Context: an optimization exercise on an open-source flow, tuned for small area. The choices shown serve that exercise and are no tape-out recipe.
Function was checked by simulation only, so behaviour that the tests miss may differ from the original.
No driver is modelled on the clock port, so clocking that relies on it looks cheaper here than on a real chip.
Power and IR drop assume default switching activity.

`flow/config.mk`:
```
export PLATFORM = sky130hd
export DESIGN_NAME = rgb2ycbcr
export DESIGN_NICKNAME = rgb2ycbcr
export VERILOG_FILES = /design/flow/design.v
export SDC_FILE = /design/flow/constraint.sdc
export NUM_CORES = 4
export LEC_CHECK = 0
export CAP_MARGIN = 20
export CORE_MARGIN = 2
export CORE_UTILIZATION = 30
export GPL_TIMING_DRIVEN = 0
export SLEW_MARGIN = 20
export SYNTH_HIERARCHICAL = 1
```
`flow/constraint.sdc`:
```
create_clock -name core_clock -period 5.0 [get_ports {clk}]
set_input_delay 1.0000 -clock core_clock [delete_from_list [all_inputs] [get_ports {clk}]]
set_output_delay 1.0000 -clock core_clock [all_outputs]
set_load 0.01 [all_outputs]
```
`flow/design.v`:
```
module rgb2ycbcr(
	input                       clk,rst_n,
	input[7:0]                  rgb_r,
	input[7:0]                  rgb_g,
	input[7:0]                  rgb_b,
	input                       rgb_de,
	output[7:0]                 ycbcr_y,
	output[7:0]                 ycbcr_cb,
	output[7:0]                 ycbcr_cr,
	output reg                  ycbcr_de
);
reg [7:0] r1, g1, b1;
always @(posedge clk) begin
	r1 <= rgb_r; g1 <= rgb_g; b1 <= rgb_b;
end
reg [8:0] e1;
reg [8:0] e2;
reg [7:0] y2_q;
reg [7:0] y3, cb3, cr3, y4, cb4, cr4;
wire i1 = ~g1[0];
wire s2, c2;
rgb2ycbcr_ha u2 (.a(b1[0]), .b(i1), .s(s2), .co(c2));
wire i3 = ~g1[1];
wire s4, c4;
rgb2ycbcr_fa u4 (.a(b1[1]), .b(i3), .c(c2), .s(s4), .co(c4));
wire i5 = ~g1[2];
wire s6, c6;
rgb2ycbcr_fa u6 (.a(b1[2]), .b(i5), .c(c4), .s(s6), .co(c6));
wire i7 = ~g1[3];
wire s8, c8;
rgb2ycbcr_fa u8 (.a(b1[3]), .b(i7), .c(c6), .s(s8), .co(c8));
wire i9 = ~g1[4];
wire s10, c10;
rgb2ycbcr_fa u10 (.a(b1[4]), .b(i9), .c(c8), .s(s10), .co(c10));
wire i11 = ~g1[5];
wire s12, c12;
rgb2ycbcr_fa u12 (.a(b1[5]), .b(i11), .c(c10), .s(s12), .co(c12));
wire i13 = ~g1[6];
wire s14, c14;
rgb2ycbcr_fa u14 (.a(b1[6]), .b(i13), .c(c12), .s(s14), .co(c14));
wire i15 = ~g1[7];
wire s16, c16;
rgb2ycbcr_fa u16 (.a(b1[7]), .b(i15), .c(c14), .s(s16), .co(c16));
wire s17, c17;
rgb2ycbcr_ha u17 (.a(r1[0]), .b(i1), .s(s17), .co(c17));
wire s18, c18;
rgb2ycbcr_fa u18 (.a(r1[1]), .b(i3), .c(c17), .s(s18), .co(c18));
wire s19, c19;
rgb2ycbcr_fa u19 (.a(r1[2]), .b(i5), .c(c18), .s(s19), .co(c19));
wire s20, c20;
rgb2ycbcr_fa u20 (.a(r1[3]), .b(i7), .c(c19), .s(s20), .co(c20));
wire s21, c21;
rgb2ycbcr_fa u21 (.a(r1[4]), .b(i9), .c(c20), .s(s21), .co(c21));
wire s22, c22;
rgb2ycbcr_fa u22 (.a(r1[5]), .b(i11), .c(c21), .s(s22), .co(c22));
wire s23, c23;
rgb2ycbcr_fa u23 (.a(r1[6]), .b(i13), .c(c22), .s(s23), .co(c23));
wire s24, c24;
rgb2ycbcr_fa u24 (.a(r1[7]), .b(i15), .c(c23), .s(s24), .co(c24));
wire c25 = r1[0]&b1[0];
wire c26;
rgb2ycbcr_maj u26 (.a(r1[1]), .b(b1[1]), .c(c25), .y(c26));
wire c27;
rgb2ycbcr_maj u27 (.a(r1[2]), .b(b1[2]), .c(c26), .y(c27));
wire s28, c28;
rgb2ycbcr_fa u28 (.a(r1[3]), .b(b1[0]), .c(b1[3]), .s(s28), .co(c28));
wire c29 = s28&c27;
wire s30, c30;
rgb2ycbcr_fa u30 (.a(r1[4]), .b(g1[0]), .c(b1[0]), .s(s30), .co(c30));
wire s31, c31;
rgb2ycbcr_fa u31 (.a(b1[1]), .b(b1[4]), .c(c28), .s(s31), .co(c31));
wire c32;
rgb2ycbcr_maj u32 (.a(s30), .b(s31), .c(c29), .y(c32));
wire s33, c33;
rgb2ycbcr_fa u33 (.a(r1[5]), .b(g1[1]), .c(b1[1]), .s(s33), .co(c33));
wire s34, c34;
rgb2ycbcr_fa u34 (.a(b1[2]), .b(b1[5]), .c(c30), .s(s34), .co(c34));
wire s35, c35;
rgb2ycbcr_fa u35 (.a(s33), .b(c31), .c(s34), .s(s35), .co(c35));
wire c36 = s35&c32;
wire s37, c37;
rgb2ycbcr_fa u37 (.a(r1[0]), .b(r1[6]), .c(g1[2]), .s(s37), .co(c37));
wire s38, c38;
rgb2ycbcr_fa u38 (.a(b1[2]), .b(b1[3]), .c(b1[6]), .s(s38), .co(c38));
wire s39, c39;
rgb2ycbcr_fa u39 (.a(c33), .b(s37), .c(s38), .s(s39), .co(c39));
wire s40, c40;
rgb2ycbcr_fa u40 (.a(c34), .b(s39), .c(c35), .s(s40), .co(c40));
wire c41 = s40&c36;
wire s42, c42;
rgb2ycbcr_xnor u42x (.a(r1[1]), .b(r1[7]), .y(s42));
rgb2ycbcr_or u42o (.a(r1[1]), .b(r1[7]), .y(c42));
wire s43, c43;
rgb2ycbcr_fa u43 (.a(g1[0]), .b(g1[3]), .c(b1[3]), .s(s43), .co(c43));
wire s44, c44;
rgb2ycbcr_fa u44 (.a(b1[4]), .b(b1[7]), .c(c37), .s(s44), .co(c44));
wire s45, c45;
rgb2ycbcr_fa u45 (.a(c38), .b(s42), .c(s43), .s(s45), .co(c45));
wire s46, c46;
rgb2ycbcr_fa u46 (.a(c39), .b(s44), .c(s45), .s(s46), .co(c46));
wire c47;
rgb2ycbcr_maj u47 (.a(s46), .b(c40), .c(c41), .y(c47));
wire s48, c48;
rgb2ycbcr_fa u48 (.a(r1[2]), .b(g1[1]), .c(g1[4]), .s(s48), .co(c48));
wire s49, c49;
rgb2ycbcr_fa u49 (.a(b1[4]), .b(b1[5]), .c(c42), .s(s49), .co(c49));
wire s50, c50;
rgb2ycbcr_fa u50 (.a(c43), .b(s48), .c(c44), .s(s50), .co(c50));
wire s51, c51;
rgb2ycbcr_fa u51 (.a(c45), .b(s49), .c(s50), .s(s51), .co(c51));
wire s52, c52;
rgb2ycbcr_fa u52 (.a(c46), .b(s51), .c(c47), .s(s52), .co(c52));
wire s53, c53;
rgb2ycbcr_fa u53 (.a(r1[3]), .b(g1[2]), .c(g1[5]), .s(s53), .co(c53));
wire s54, c54;
rgb2ycbcr_fa u54 (.a(b1[5]), .b(b1[6]), .c(c48), .s(s54), .co(c54));
wire s55, c55;
rgb2ycbcr_fa u55 (.a(s53), .b(c49), .c(s54), .s(s55), .co(c55));
wire s56, c56;
rgb2ycbcr_fa u56 (.a(c50), .b(s55), .c(c51), .s(s56), .co(c56));
wire s57, c57;
rgb2ycbcr_ha u57 (.a(s56), .b(c52), .s(s57), .co(c57));
wire s58, c58;
rgb2ycbcr_fa u58 (.a(r1[4]), .b(g1[3]), .c(g1[6]), .s(s58), .co(c58));
wire s59, c59;
rgb2ycbcr_fa u59 (.a(b1[6]), .b(b1[7]), .c(c53), .s(s59), .co(c59));
wire s60, c60;
rgb2ycbcr_fa u60 (.a(s58), .b(c54), .c(s59), .s(s60), .co(c60));
wire s61, c61;
rgb2ycbcr_fa u61 (.a(c55), .b(s60), .c(c56), .s(s61), .co(c61));
wire s62, c62;
rgb2ycbcr_ha u62 (.a(s61), .b(c57), .s(s62), .co(c62));
wire s63, c63;
rgb2ycbcr_fa u63 (.a(r1[5]), .b(g1[4]), .c(g1[7]), .s(s63), .co(c63));
wire s64, c64;
rgb2ycbcr_fa u64 (.a(b1[7]), .b(c58), .c(s63), .s(s64), .co(c64));
wire s65, c65;
rgb2ycbcr_fa u65 (.a(c59), .b(s64), .c(c60), .s(s65), .co(c65));
wire s66, c66;
rgb2ycbcr_fa u66 (.a(s65), .b(c61), .c(c62), .s(s66), .co(c66));
wire s67, c67;
rgb2ycbcr_xnor u67x (.a(r1[6]), .b(g1[5]), .y(s67));
rgb2ycbcr_or u67o (.a(r1[6]), .b(g1[5]), .y(c67));
wire s68, c68;
rgb2ycbcr_fa u68 (.a(c63), .b(s67), .c(c64), .s(s68), .co(c68));
wire s69, c69;
rgb2ycbcr_fa u69 (.a(s68), .b(c65), .c(c66), .s(s69), .co(c69));
wire s70, c70;
rgb2ycbcr_fa u70 (.a(r1[7]), .b(g1[6]), .c(c67), .s(s70), .co(c70));
wire s71, c71;
rgb2ycbcr_fa u71 (.a(s70), .b(c68), .c(c69), .s(s71), .co(c71));
wire s72, c72;
rgb2ycbcr_fa u72 (.a(g1[7]), .b(c70), .c(c71), .s(s72), .co(c72));
wire i73 = ~e2[0];
wire i74 = ~e2[1];
wire i75 = ~e2[2];
wire i76 = ~e1[0];
wire i77 = ~e2[3];
wire i78 = ~e1[1];
wire i79 = ~e2[4];
wire i80 = ~e1[2];
wire i81 = ~e2[5];
wire i82 = ~e1[3];
wire i83 = ~e2[6];
wire i84 = ~e1[4];
wire i85 = ~e2[7];
wire i86 = ~e1[5];
wire i87 = ~e2[8];
wire i88 = ~e1[6];
wire i89 = ~e1[7];
wire i90 = ~e1[8];
wire c91 = i73&i74;
wire c92;
rgb2ycbcr_maj u92 (.a(i74), .b(i75), .c(c91), .y(c92));
wire s93, c93;
rgb2ycbcr_fa u93 (.a(i76), .b(i75), .c(i77), .s(s93), .co(c93));
wire c94 = s93&c92;
wire s95, c95;
rgb2ycbcr_fa u95 (.a(i78), .b(i73), .c(i77), .s(s95), .co(c95));
wire s96, c96;
rgb2ycbcr_fa u96 (.a(i79), .b(c93), .c(s95), .s(s96), .co(c96));
wire c97 = c94&s96;
wire s98, c98;
rgb2ycbcr_fa u98 (.a(i80), .b(i74), .c(i79), .s(s98), .co(c98));
wire s99, c99;
rgb2ycbcr_fa u99 (.a(i81), .b(c95), .c(s98), .s(s99), .co(c99));
wire c100;
rgb2ycbcr_maj u100 (.a(c96), .b(s99), .c(c97), .y(c100));
wire s101, c101;
rgb2ycbcr_fa u101 (.a(e1[0]), .b(i82), .c(i75), .s(s101), .co(c101));
wire s102, c102;
rgb2ycbcr_fa u102 (.a(i81), .b(i83), .c(c98), .s(s102), .co(c102));
wire s103, c103;
rgb2ycbcr_fa u103 (.a(s101), .b(s102), .c(c99), .s(s103), .co(c103));
wire c104 = s103&c100;
wire s105, c105;
rgb2ycbcr_xnor u105x (.a(e1[1]), .b(i84), .y(s105));
rgb2ycbcr_or u105o (.a(e1[1]), .b(i84), .y(c105));
wire s106, c106;
rgb2ycbcr_fa u106 (.a(i77), .b(i83), .c(i85), .s(s106), .co(c106));
wire s107, c107;
rgb2ycbcr_fa u107 (.a(c101), .b(s105), .c(s106), .s(s107), .co(c107));
wire s108, c108;
rgb2ycbcr_fa u108 (.a(c102), .b(s107), .c(c103), .s(s108), .co(c108));
wire s109, c109;
rgb2ycbcr_ha u109 (.a(s108), .b(c104), .s(s109), .co(c109));
wire s110, c110;
rgb2ycbcr_xnor u110x (.a(e1[2]), .b(i86), .y(s110));
rgb2ycbcr_or u110o (.a(e1[2]), .b(i86), .y(c110));
wire s111, c111;
rgb2ycbcr_fa u111 (.a(i79), .b(i85), .c(i87), .s(s111), .co(c111));
wire s112, c112;
rgb2ycbcr_fa u112 (.a(c105), .b(c106), .c(s110), .s(s112), .co(c112));
wire s113, c113;
rgb2ycbcr_fa u113 (.a(s111), .b(c107), .c(s112), .s(s113), .co(c113));
wire s114, c114;
rgb2ycbcr_fa u114 (.a(s113), .b(c108), .c(c109), .s(s114), .co(c114));
wire s115, c115;
rgb2ycbcr_fa u115 (.a(e1[3]), .b(i88), .c(i81), .s(s115), .co(c115));
wire s116, c116;
rgb2ycbcr_fa u116 (.a(i87), .b(c110), .c(c111), .s(s116), .co(c116));
wire s117, c117;
rgb2ycbcr_fa u117 (.a(s115), .b(s116), .c(c112), .s(s117), .co(c117));
wire s118, c118;
rgb2ycbcr_fa u118 (.a(c113), .b(s117), .c(c114), .s(s118), .co(c118));
wire s119, c119;
rgb2ycbcr_xnor u119x (.a(e1[4]), .b(i89), .y(s119));
rgb2ycbcr_or u119o (.a(e1[4]), .b(i89), .y(c119));
wire s120, c120;
rgb2ycbcr_fa u120 (.a(i83), .b(c115), .c(s119), .s(s120), .co(c120));
wire s121, c121;
rgb2ycbcr_fa u121 (.a(c116), .b(s120), .c(c117), .s(s121), .co(c121));
wire s122, c122;
rgb2ycbcr_ha u122 (.a(s121), .b(c118), .s(s122), .co(c122));
wire s123, c123;
rgb2ycbcr_fa u123 (.a(e1[5]), .b(i90), .c(i85), .s(s123), .co(c123));
wire s124, c124;
rgb2ycbcr_fa u124 (.a(c119), .b(s123), .c(c120), .s(s124), .co(c124));
wire s125, c125;
rgb2ycbcr_fa u125 (.a(s124), .b(c121), .c(c122), .s(s125), .co(c125));
wire s126, c126;
rgb2ycbcr_fa u126 (.a(e1[6]), .b(i87), .c(c123), .s(s126), .co(c126));
wire s127, c127;
rgb2ycbcr_fa u127 (.a(s126), .b(c124), .c(c125), .s(s127), .co(c127));
wire s128, c128;
rgb2ycbcr_xnor u128x (.a(e1[7]), .b(c126), .y(s128));
rgb2ycbcr_or u128o (.a(e1[7]), .b(c126), .y(c128));
wire s129, c129;
rgb2ycbcr_ha u129 (.a(s128), .b(c127), .s(s129), .co(c129));
wire s130, c130;
rgb2ycbcr_xnor u130x (.a(e1[8]), .b(c128), .y(s130));
rgb2ycbcr_or u130o (.a(e1[8]), .b(c128), .y(c130));
wire s131, c131;
rgb2ycbcr_ha u131 (.a(s130), .b(c129), .s(s131), .co(c131));
wire c132;
rgb2ycbcr_maj u132 (.a(i73), .b(i76), .c(i82), .y(c132));
wire s133, c133;
rgb2ycbcr_fa u133 (.a(i74), .b(i78), .c(i84), .s(s133), .co(c133));
wire c134 = c132&s133;
wire s135, c135;
rgb2ycbcr_fa u135 (.a(i75), .b(i80), .c(i86), .s(s135), .co(c135));
wire c136;
rgb2ycbcr_maj u136 (.a(c133), .b(s135), .c(c134), .y(c136));
wire s137, c137;
rgb2ycbcr_fa u137 (.a(e2[0]), .b(i77), .c(i82), .s(s137), .co(c137));
wire s138, c138;
rgb2ycbcr_fa u138 (.a(i88), .b(c135), .c(s137), .s(s138), .co(c138));
wire c139 = s138&c136;
wire s140, c140;
rgb2ycbcr_xnor u140x (.a(e2[1]), .b(i79), .y(s140));
rgb2ycbcr_or u140o (.a(e2[1]), .b(i79), .y(c140));
wire s141, c141;
rgb2ycbcr_fa u141 (.a(i84), .b(i89), .c(c137), .s(s141), .co(c141));
wire s142, c142;
rgb2ycbcr_fa u142 (.a(s140), .b(s141), .c(c138), .s(s142), .co(c142));
wire s143, c143;
rgb2ycbcr_ha u143 (.a(c139), .b(s142), .s(s143), .co(c143));
wire s144, c144;
rgb2ycbcr_xnor u144x (.a(e2[2]), .b(i81), .y(s144));
rgb2ycbcr_or u144o (.a(e2[2]), .b(i81), .y(c144));
wire s145, c145;
rgb2ycbcr_fa u145 (.a(i86), .b(i90), .c(c140), .s(s145), .co(c145));
wire s146, c146;
rgb2ycbcr_fa u146 (.a(s144), .b(c141), .c(s145), .s(s146), .co(c146));
wire s147, c147;
rgb2ycbcr_fa u147 (.a(c142), .b(s146), .c(c143), .s(s147), .co(c147));
wire s148, c148;
rgb2ycbcr_xnor u148x (.a(e2[3]), .b(i83), .y(s148));
rgb2ycbcr_or u148o (.a(e2[3]), .b(i83), .y(c148));
wire s149, c149;
rgb2ycbcr_fa u149 (.a(i88), .b(c144), .c(s148), .s(s149), .co(c149));
wire s150, c150;
rgb2ycbcr_fa u150 (.a(c145), .b(s149), .c(c146), .s(s150), .co(c150));
wire s151, c151;
rgb2ycbcr_ha u151 (.a(s150), .b(c147), .s(s151), .co(c151));
wire s152, c152;
rgb2ycbcr_xnor u152x (.a(e2[4]), .b(i85), .y(s152));
rgb2ycbcr_or u152o (.a(e2[4]), .b(i85), .y(c152));
wire s153, c153;
rgb2ycbcr_fa u153 (.a(i89), .b(c148), .c(s152), .s(s153), .co(c153));
wire s154, c154;
rgb2ycbcr_fa u154 (.a(c149), .b(s153), .c(c150), .s(s154), .co(c154));
wire s155, c155;
rgb2ycbcr_ha u155 (.a(s154), .b(c151), .s(s155), .co(c155));
wire s156, c156;
rgb2ycbcr_xnor u156x (.a(e2[5]), .b(i87), .y(s156));
rgb2ycbcr_or u156o (.a(e2[5]), .b(i87), .y(c156));
wire s157, c157;
rgb2ycbcr_fa u157 (.a(i90), .b(c152), .c(s156), .s(s157), .co(c157));
wire s158, c158;
rgb2ycbcr_fa u158 (.a(c153), .b(s157), .c(c154), .s(s158), .co(c158));
wire s159, c159;
rgb2ycbcr_ha u159 (.a(c155), .b(s158), .s(s159), .co(c159));
wire s160, c160;
rgb2ycbcr_fa u160 (.a(e2[6]), .b(c156), .c(c157), .s(s160), .co(c160));
wire s161, c161;
rgb2ycbcr_fa u161 (.a(s160), .b(c158), .c(c159), .s(s161), .co(c161));
wire s162, c162;
rgb2ycbcr_xnor u162x (.a(e2[7]), .b(c160), .y(s162));
rgb2ycbcr_or u162o (.a(e2[7]), .b(c160), .y(c162));
wire s163, c163;
rgb2ycbcr_ha u163 (.a(s162), .b(c161), .s(s163), .co(c163));
wire s164, c164;
rgb2ycbcr_xnor u164x (.a(e2[8]), .b(c162), .y(s164));
rgb2ycbcr_or u164o (.a(e2[8]), .b(c162), .y(c164));
wire s165, c165;
rgb2ycbcr_ha u165 (.a(s164), .b(c163), .s(s165), .co(c165));
always @(posedge clk) begin
	e1[0] <= s2;
	e1[1] <= s4;
	e1[2] <= s6;
	e1[3] <= s8;
	e1[4] <= s10;
	e1[5] <= s12;
	e1[6] <= s14;
	e1[7] <= s16;
	e1[8] <= c16;
	e2[0] <= s17;
	e2[1] <= s18;
	e2[2] <= s19;
	e2[3] <= s20;
	e2[4] <= s21;
	e2[5] <= s22;
	e2[6] <= s23;
	e2[7] <= s24;
	e2[8] <= c24;
	y2_q[0] <= s52;
	y2_q[1] <= s57;
	y2_q[2] <= s62;
	y2_q[3] <= s66;
	y2_q[4] <= s69;
	y2_q[5] <= s71;
	y2_q[6] <= s72;
	y2_q[7] <= c72;
end
wire [7:0] y_d = {y2_q[7],y2_q[6],y2_q[5],y2_q[4],y2_q[3],y2_q[2],y2_q[1],y2_q[0]};
wire [7:0] cb_d = {s131,s129,s127,s125,s122,s118,s114,s109};
wire [7:0] cr_d = {s165,s163,s161,s159,s155,s151,s147,s143};
always @(posedge clk) begin
	y3 <= y_d;  cb3 <= cb_d;  cr3 <= cr_d;
	y4 <= y3;   cb4 <= cb3;   cr4 <= cr3;
end
assign ycbcr_y = y4;
assign ycbcr_cb = cb4;
assign ycbcr_cr = cr4;
reg de1, de2, de3;
always @(posedge clk or negedge rst_n) begin
	if (!rst_n) begin
		de1 <= 1'b0; de2 <= 1'b0; de3 <= 1'b0; ycbcr_de <= 1'b0;
	end else begin
		de1 <= rgb_de; de2 <= de1; de3 <= de2; ycbcr_de <= de3;
	end
end
endmodule
module rgb2ycbcr_fa(input a, input b, input c, output s, output co);
	assign s = a ^ b ^ c;
	assign co = (a & b) | (a & c) | (b & c);
endmodule
module rgb2ycbcr_ha(input a, input b, output s, output co);
	assign s = a ^ b;
	assign co = a & b;
endmodule
module rgb2ycbcr_maj(input a, input b, input c, output y);
	assign y = (a & b) | (a & c) | (b & c);
endmodule
module rgb2ycbcr_xnor(input a, input b, output y);
	assign y = ~(a ^ b);
endmodule
module rgb2ycbcr_or(input a, input b, output y);
	assign y = a | b;
endmodule
```
`flow/flow/run.sh`:
```
#!/bin/bash
# The standard layout, with two changes: each port is buffered by the
# smallest buffer cell, and the clock tree uses small buffers without dummy loads.
set -euo pipefail
export BUFFER_PORTS_ARGS="-buffer_cell sky130_fd_sc_hd__buf_1"
export CTS_ARGS='-sink_clustering_enable -repair_clock_nets -buf_list {sky130_fd_sc_hd__clkbuf_2 sky130_fd_sc_hd__clkbuf_4 sky130_fd_sc_hd__clkbuf_8} -sink_clustering_size 16 -dont_use_dummy_load'
bash standard.sh finish > standard_flow.log 2>&1
```
`flow/standard.sh`:
```
#!/bin/bash
# synth_recipe.tcl (not shown) runs the flow's synth.tcl, then flattens the netlist and writes it again
# the make line also repeats each setting of config.mk as NAME=value (left out here)
make -C /OpenROAD-flow-scripts/flow DESIGN_CONFIG=/design/flow/config.mk WORK_HOME=/design/flow/orfs CLKGATE_MAP_FILE= SYNTH_SCRIPT=/design/flow/synth_recipe.tcl "${@:-finish}"
```
==> flow_summary.json, run 1 <==
{
  "yosysSeqAreaShare_pct": 45.5,
  "cts_root_buf": "clkbuf_8",
  "tightest_slew_ps": 361,
  "vias_per_cell": 4.02,
  "synthToLayoutAreaGrowth_pct": 13.5,
  "dp_hpwl_mm": 5.94,
  "final_cells": 523,
  "cts-buffers-inserted": 9,
  "io_buffers": 51,
  "reg_top3": "e1 x9, e2 x9",
  "syn_inst": 277,
  "clockBufferDepth": 2,
  "min_path_type": "flop to flop",
  "cts_sinks": 102,
  "powerDensity_nw_per_um2": 571,
  "dp_cells": 512,
  "cts_tree": "built",
  "nFillCells": 1450,
  "ys_seq_elements": 102,
  "fp.dieArea_um2": 16100,
  "fin_crit_sh_pct": 98.4,
  "critPathRequiredTime_ps": 5260,
  "finalCriticalPeriod_ps": 4920,
  "max-cap-violations": 0,
  "fp-row-count": 44,
  "insertedDiodeCount": 0,
  "routed_wl_mm": 7.15,
  "die_w_um": 127,
  "final_area_um2": 5140,
  "finalSetupViolCount": 0,
  "rr_startpoint": "g1[0]$_DFF_P_",
  "die_h_um": 127,
  "antenna_left": 0,
  "status": "complete, no violations",
  "power.total_mw": 2.94,
  "max_freq_ghz": 0.203,
  "cp_max_fo": 3,
  "static-leakage-power_nw": 2.04,
  "cts_hold_buf": 0,
  "clock_latency_ps": 380,
  "grt_antenna_before_repair": 0,
  "syn_area_per_cell_um2": 16.4,
  "max-vdd-ir-drop_mv": 0.261,
  "grt_usage_pct": 10.5,
  "placed_area_um2": 4950,
  "fin_setup_tns_ps": 0,
  "place_congestion": 0.829,
  "rsz0062_at_grt": "yes",
  "initial_core_util_pct": 30.9,
  "grt_overflow": 0,
  "cts.reportedPaths.clkPinSlew_ps": 90,
  "critical_path_class": "flop to flop",
  "core-area_um2": 14600,
  "drtIter0Drc": 50,
  "most-common-layout-cells": "dfxtp_1, fa_1, buf_1, inv_1, xnor2_1",
  "hold_ws_ps": 325,
  "io_pins": 52,
  "synthesis.area_um2": 4530,
  "synth_fp_nets": 411,
  "drc": 0,
  "grt_max_degree": 18,
  "grt_first_pass_wirelength_mm": 12.7,
  "final_common_cell": "dfxtp_1",
  "htreeDepth": 3,
  "layout-drive-gt1-share_pct": 10.6,
  "synth_warnings": 7,
  "hold_viol_final": 0,
  "endpoint_kind": "flop",
  "drt-pass1-iter-count": 4,
  "skew_ps": 30.7,
  "slew_headroom_pct": 75.9,
  "yosysUniqueCellTypes": 11,
  "cp_data_arrival_time_ps": 5180,
  "critPathLaunchType": "flop",
  "worstHoldStart": "cr3[0]$_DFF_P_",
  "crit_start": "g1[0]$_DFF_P_",
  "final_nets": 475,
  "wl_per_cell_um": 13.7,
  "vias": 2103,
  "drv_slew": 0,
  "grt_pass1_vias": 2593
}
-- per-stage QoR --
stage / utilization (%) / setup WS, ps
after global routing: 35.1 / -11.4
after detailed placement: 33.8 / -185
after floorplan: - / 81.6
final: 35.1 / 79.1
after global placement: 33.8 / -143
after CTS: 34.8 / 29.1
-- final cells by class --
cell class,instances,area (µm²),area share [%]
multi-input cells,149,2410,46.8
flip-flops and latches,102,2080,40.4
well taps,184,230,4.47
repair buffers,53,206,4.01
clock buffers,9,124,2.41
inverters,26,97.6,1.90
-- per-layer routing --
| layer | track usage [%] | wire, µm |
|---|---|---|
| met1 | 12.2 | 2990 |
| met2 | 17.5 | 3660 |
| met3 | 3.67 | 354 |
| met4 | 4.91 | 138 |
| met5 | 0 | 0 |
-- final timing paths --
check                             endpoint  slack, ps  depth (start not counted)
max                        y2_q[6]$_DFF_P_         80                         13
min reg2reg                 cr4[0]$_DFF_P_        330                          0
min in group asynchronous    de2$_DFF_PN0_        450                          1
max reg2reg                y2_q[6]$_DFF_P_         80                         13
min                         cr4[0]$_DFF_P_        330                          0
max in group asynchronous    de1$_DFF_PN0_       4380                          1
-- per-module statistics from Yosys (local to each module, per instance) --
module / flip-flops and latches / cell area, µm²
rgb2ycbcr: 102 / 2210
rgb2ycbcr_fa: 0 / 20.0
rgb2ycbcr_ha: 0 / 12.5
rgb2ycbcr_maj: 0 / 11.3
rgb2ycbcr_or: 0 / 6.26
rgb2ycbcr_xnor: 0 / 8.76
-- kinds of logic after synthesis --
kind of cell	Yosys count	share of synthesized area [%]
xor+xnor	14	2.71
fa+ha+maj	115	46.9
buf+inv	26	2.15
flops	102	45.5
simple gates	20	2.71
-- critical path, stage by stage, from the launching register on --
cell,delay (ps)
dfxtp_4,370
fa_2,390
fa_1,510
fa_2,370
fa_1,450
and3_4,200
maj3_2,310
fa_2,330
ha_2,190
ha_4,160
fa_2,360
fa_2,360
fa_2,370
fa_1,420
-- where the power goes --
group	switching [mW]	internal, mW	total, mW
Clock	0.242	0.162	0.403
Sequential	0.0994	1.13	1.23
Combinational	0.683	0.623	1.31
Total	1.02	1.91	2.94
-- timing repair --
action                                  4_1_cts  5_1_grt
pin swaps                                     1        6
setup buffers                                 1        1
endpoints found under the setup margin        3        3
gates cloned                                  0        0
gates resized for setup                       9       12
-- synth_stat cells --
cell,number,area (µm²)
inv_1,26,97.6
fa_1,93,1860
xnor2_1,14,123
dfrtp_1,4,100
dfxtp_1,98,1960
or2_1,12,75.1
and3_1,2,12.5
maj3_2,8,90.1
and2_1,5,31.3
nor2_1,1,3.75
ha_1,14,175
==> inputs of run 2 (changes only) <==
==> flow/flow/run.sh (replaced) <==
#!/bin/bash
# The standard layout, with three changes: each port is buffered by the
# smallest buffer cell; the clock tree is built from clkbuf_4 without dummy
# loads; and after it, the busier clock buffers are upsized (flow/post_cts.tcl).
set -euo pipefail
export BUFFER_PORTS_ARGS="-buffer_cell sky130_fd_sc_hd__buf_1"
export CTS_ARGS='-sink_clustering_enable -repair_clock_nets -buf_list {sky130_fd_sc_hd__clkbuf_4} -dont_use_dummy_load'
export POST_CTS_TCL="$PWD/flow/post_cts.tcl"
bash standard.sh finish > standard_flow.log 2>&1
==> flow/flow/post_cts.tcl (new file) <==
# After clock tree synthesis with small clock buffers: a leaf buffer that
# drives more than 11 flip-flops, and the root buffer, become clkbuf_8 so the
# clock slew at every flip-flop stays low.  Then legalize the placement again.
foreach inst [get_cells clkbuf_*] {
  set nm [get_full_name $inst]
  set net [get_nets -of_objects [get_pins $nm/X]]
  set n [llength [get_pins -of_objects $net -filter "direction==input"]]
  if {$n > 11 || [string match clkbuf_0_* $nm]} {
    puts "post_cts: $nm drives $n pins, now sky130_fd_sc_hd__clkbuf_8"
    replace_cell $nm sky130_fd_sc_hd__clkbuf_8
  }
}
detailed_placement
check_placement -verbose
--- a/flow/config.mk
+++ b/flow/config.mk
@@ -7,7 +7,7 @@
 export LEC_CHECK = 0
 export CAP_MARGIN = 20
 export CORE_MARGIN = 2
-export CORE_UTILIZATION = 30
+export CORE_UTILIZATION = 40
 export GPL_TIMING_DRIVEN = 0
 export SLEW_MARGIN = 20
 export SYNTH_HIERARCHICAL = 1
==> flow_summary.json, run 2 <==
{
  "use_met3_pct": 2.74,
  "drc": 0,
  "cts_sinks": 102,
  "drt-pass1-iter-count": 4,
  "min_to": "cb4[3]$_DFF_P_",
  "ys_top_cells_by_area": "dfxtp_1, fa_1, ha_1",
  "switchingPower_mw": 0.972,
  "p_seq_share_pct": 43.2,
  "grt_first_pass_wirelength_mm": 11.9,
  "p_int_mw": 1.86,
  "insertedDiodeCount": 0,
  "core-area_um2": 10900,
  "final_nets": 475,
  "grt_overflow": 0,
  "fin_crit_sh_pct": 97.5,
  "gr-usage-met2_pct": 22.0,
  "yosysUniqueCellTypes": 11,
  "skew_ps": 32.0,
  "io_buffers": 51,
  "r2r_cells": 13,
  "grtUsageMet1_pct": 15.2,
  "synth_top_cell_area_share_pct": 43.3,
  "synth_most_common_cell": "dfxtp_1",
  "critPathMaxStageDelay_ps": 460,
  "synthesis.area_um2": 4530,
  "powerDensity_nw_per_um2": 560,
  "switching_share_pct": 34.4,
  "rsz0062_at_grt": "no",
  "finalCriticalPeriod_ps": 4880,
  "hold-path-cell-count": 0,
  "min_path_type": "flop to flop",
  "cp_data_arrival_time_ps": 5110,
  "path_cells": "fa_2, fa_1, fa_2, fa_1, and3_4, maj3_2, fa_1, ha_2, ha_1, fa_2, fa_2, fa_2, fa_1",
  "cts_tree": "built",
  "die_w_um": 110,
  "rr_startpoint": "r1[4]$_DFF_P_",
  "final_common_cell": "dfxtp_1",
  "fp.dieArea_um2": 12200,
  "layout-drive-gt1-share_pct": 10.3,
  "worstHoldStart": "cb3[3]$_DFF_P_",
  "synth_warnings": 7,
  "synth_ff_type": "dfxtp_1",
  "antenna_left": 0,
  "synthArstFlopShare_pct": 3.92,
  "hold_viol_final": 0,
  "grt_antenna_before_repair": 0,
  "initial_core_util_pct": 41.4,
  "synth_commonest_cells": "dfxtp_1, fa_1, inv_1",
  "finalSetupViolCount": 0,
  "vias": 2078,
  "routed_wl_mm": 6.68,
  "critical_path_class": "flop to flop",
  "critPathRequiredTime_ps": 5230,
  "synth_edf_count": 0,
  "r2r-end": "y2_q[6]$_DFF_P_",
  "syn_inst": 277,
  "dp_hpwl_mm": 5.57,
  "max-vdd-ir-drop_mv": 0.258,
  "yosysSeqAreaShare_pct": 45.5,
  "fin_setup_tns_ps": 0,
  "max_freq_ghz": 0.205,
  "r2r_slack_ps": 120,
  "die_h_um": 110,
  "drtIter0Drc": 40,
  "fp-row-count": 38,
  "slew_headroom_pct": 75.7,
  "max-cap-violations": 0,
  "most-common-layout-cells": "dfxtp_1, fa_1, buf_1, inv_1, xnor2_1",
  "vias_per_cell": 4.34,
  "worst_path_max_delay_cell": "fa_1",
  "p_comb_share_pct": 43.8,
  "cpMostUsedCell": "fa_2",
  "grt_max_degree": 19,
  "cp_max_fo": 3,
  "critPathLaunchType": "flop",
  "synth_top_area_cell": "dfxtp_1",
  "io_pins": 52,
  "hold_ws_ps": 331,
  "grt_usage_pct": 12.5,
  "place_congestion": 0.834,
  "tightest_slew_ps": 363,
  "grt_pass1_vias": 2546,
  "reg_top3": "e1 x9, e2 x9",
  "clkPwrFrac_pct": 13.0,
  "clock_latency_ps": 360,
  "synthToLayoutAreaGrowth_pct": 11.5,
  "syn_area_per_cell_um2": 16.4,
  "drv_slew": 0,
  "synth_fp_nets": 411,
  "static-leakage-power_nw": 2.03,
  "top_usage_layer": "met2",
  "endpoint_kind": "flop",
  "cts.reportedPaths.clkPinSlew_ps": 110,
  "ys_seq_elements": 102,
  "status": "complete, no violations",
  "wl_per_cell_um": 13.9
}
run 2: cell types whose count changed in the layout (fill, tap and decap cells not counted):
cell	change
fa_2	-1
ha_4	-1
dfxtp_1	-1
clkbuf_8	-3
ha_1	+1
dfxtp_2	+3
fa_1	+1
dfxtp_4	-2
clkbuf_4	+3
run 2: modules after synthesis, one instance, submodules excluded:
module / times used / cells inside / cell area, µm² / flops+latches
rgb2ycbcr_maj: 8 / 1 / 11.3 / 0
rgb2ycbcr: 1 / 136 / 2210 / 102
rgb2ycbcr_or: 12 / 1 / 6.26 / 0
rgb2ycbcr_xnor: 14 / 1 / 8.76 / 0
rgb2ycbcr_fa: 93 / 1 / 20.0 / 0
rgb2ycbcr_ha: 14 / 1 / 12.5 / 0
run 2: critical path, delay by kind of cell, from the launching register on:
kind                       cells  cell delay (ps)
adders and majority gates     12             4170
DFF                            1              380
and+or+nand+nor                1              190
run 2: power by group through the flow:
stage,clock network (mW),logic (mW),registers [mW]
after floorplan,0,0.836,1.27
after global placement,0,1.26,1.24
after detailed placement,0,1.28,1.24
after global routing,0.419,1.52,1.25
final,0.367,1.24,1.22
run 2: kinds of logic (layout without fill, tap and decap cells):
kind of cell	count (synthesis)	after routing	share of synthesized area (%)
flip-flops	102	102	45.5
buffers and inverters	26	88	2.15
adder cells (fa/ha/maj)	115	115	46.9
XOR/XNOR	14	14	2.71
AND/OR/NAND/NOR	20	20	2.71
run 2: layer usage:
layer  vias up  routed length [µm]
met3         9                 209
met1      1082                2790
met2        35                3590
met5         -                   0
met4         0                  95
li1        952                   -
run 2: how the worst max path moves through the flow:
stage / start / end / slack [ps] / cells after the start
after global placement: r1[4]$_DFF_P_ / y2_q[6]$_DFF_P_ / -150 / 13
after floorplan: r1[4]$_DFF_P_ / y2_q[6]$_DFF_P_ / 80 / 13
after detailed placement: r1[4]$_DFF_P_ / y2_q[6]$_DFF_P_ / -190 / 13
after global routing: r1[3]$_DFF_P_ / y2_q[6]$_DFF_P_ / 1 / 13
final: r1[4]$_DFF_P_ / y2_q[6]$_DFF_P_ / 120 / 13
run 2: cell type report:
class	count	area, µm²
clock buffers	9	105
well taps	140	175
inverters	26	97.6
repair buffers	53	206
multi-input cells	149	2390
flip-flops and latches	102	2070
fillers	1027	5880
run 2: metrics by stage:
step	utilization, %	instances	instance area, µm²	setup slack [ps]	power [mW]
floorplan	-	277	4530	81.6	2.11
global placement	44.8	468	4900	-145	2.50
detailed placement	44.8	468	4900	-193	2.52
global route	46.2	479	5050	1.37	3.19
finish	46.2	479	5050	124	2.83

re-timing with driven ports:
The results above use ideal ports. As a check the final layouts listed here were re-extracted and re-timed, cells and wires unchanged.
Step 1 sets driving cells, clkbuf_16 on the clock port and buf_2 on the other inputs (assumed; they add their load-dependent delay and slew).
Step 2 moves the port delays by t, midway between the first and last clock arrival at a register: inputs arrive t later, outputs are due t later. That takes back most of the time a late clock gives input paths.
Three values: ideal, step 1, step 2; two values: the first two.
run | t (ns) | setup slack, ns | clock arrival spread, ns
run 1 | 0.396 | 0.079 / 0.079 / 0.079 | 0.032 / 0.032
run 2 | 0.370 | 0.124 / 0.124 / 0.124 | 0.032 / 0.032
After both steps every run listed still meets setup and hold.
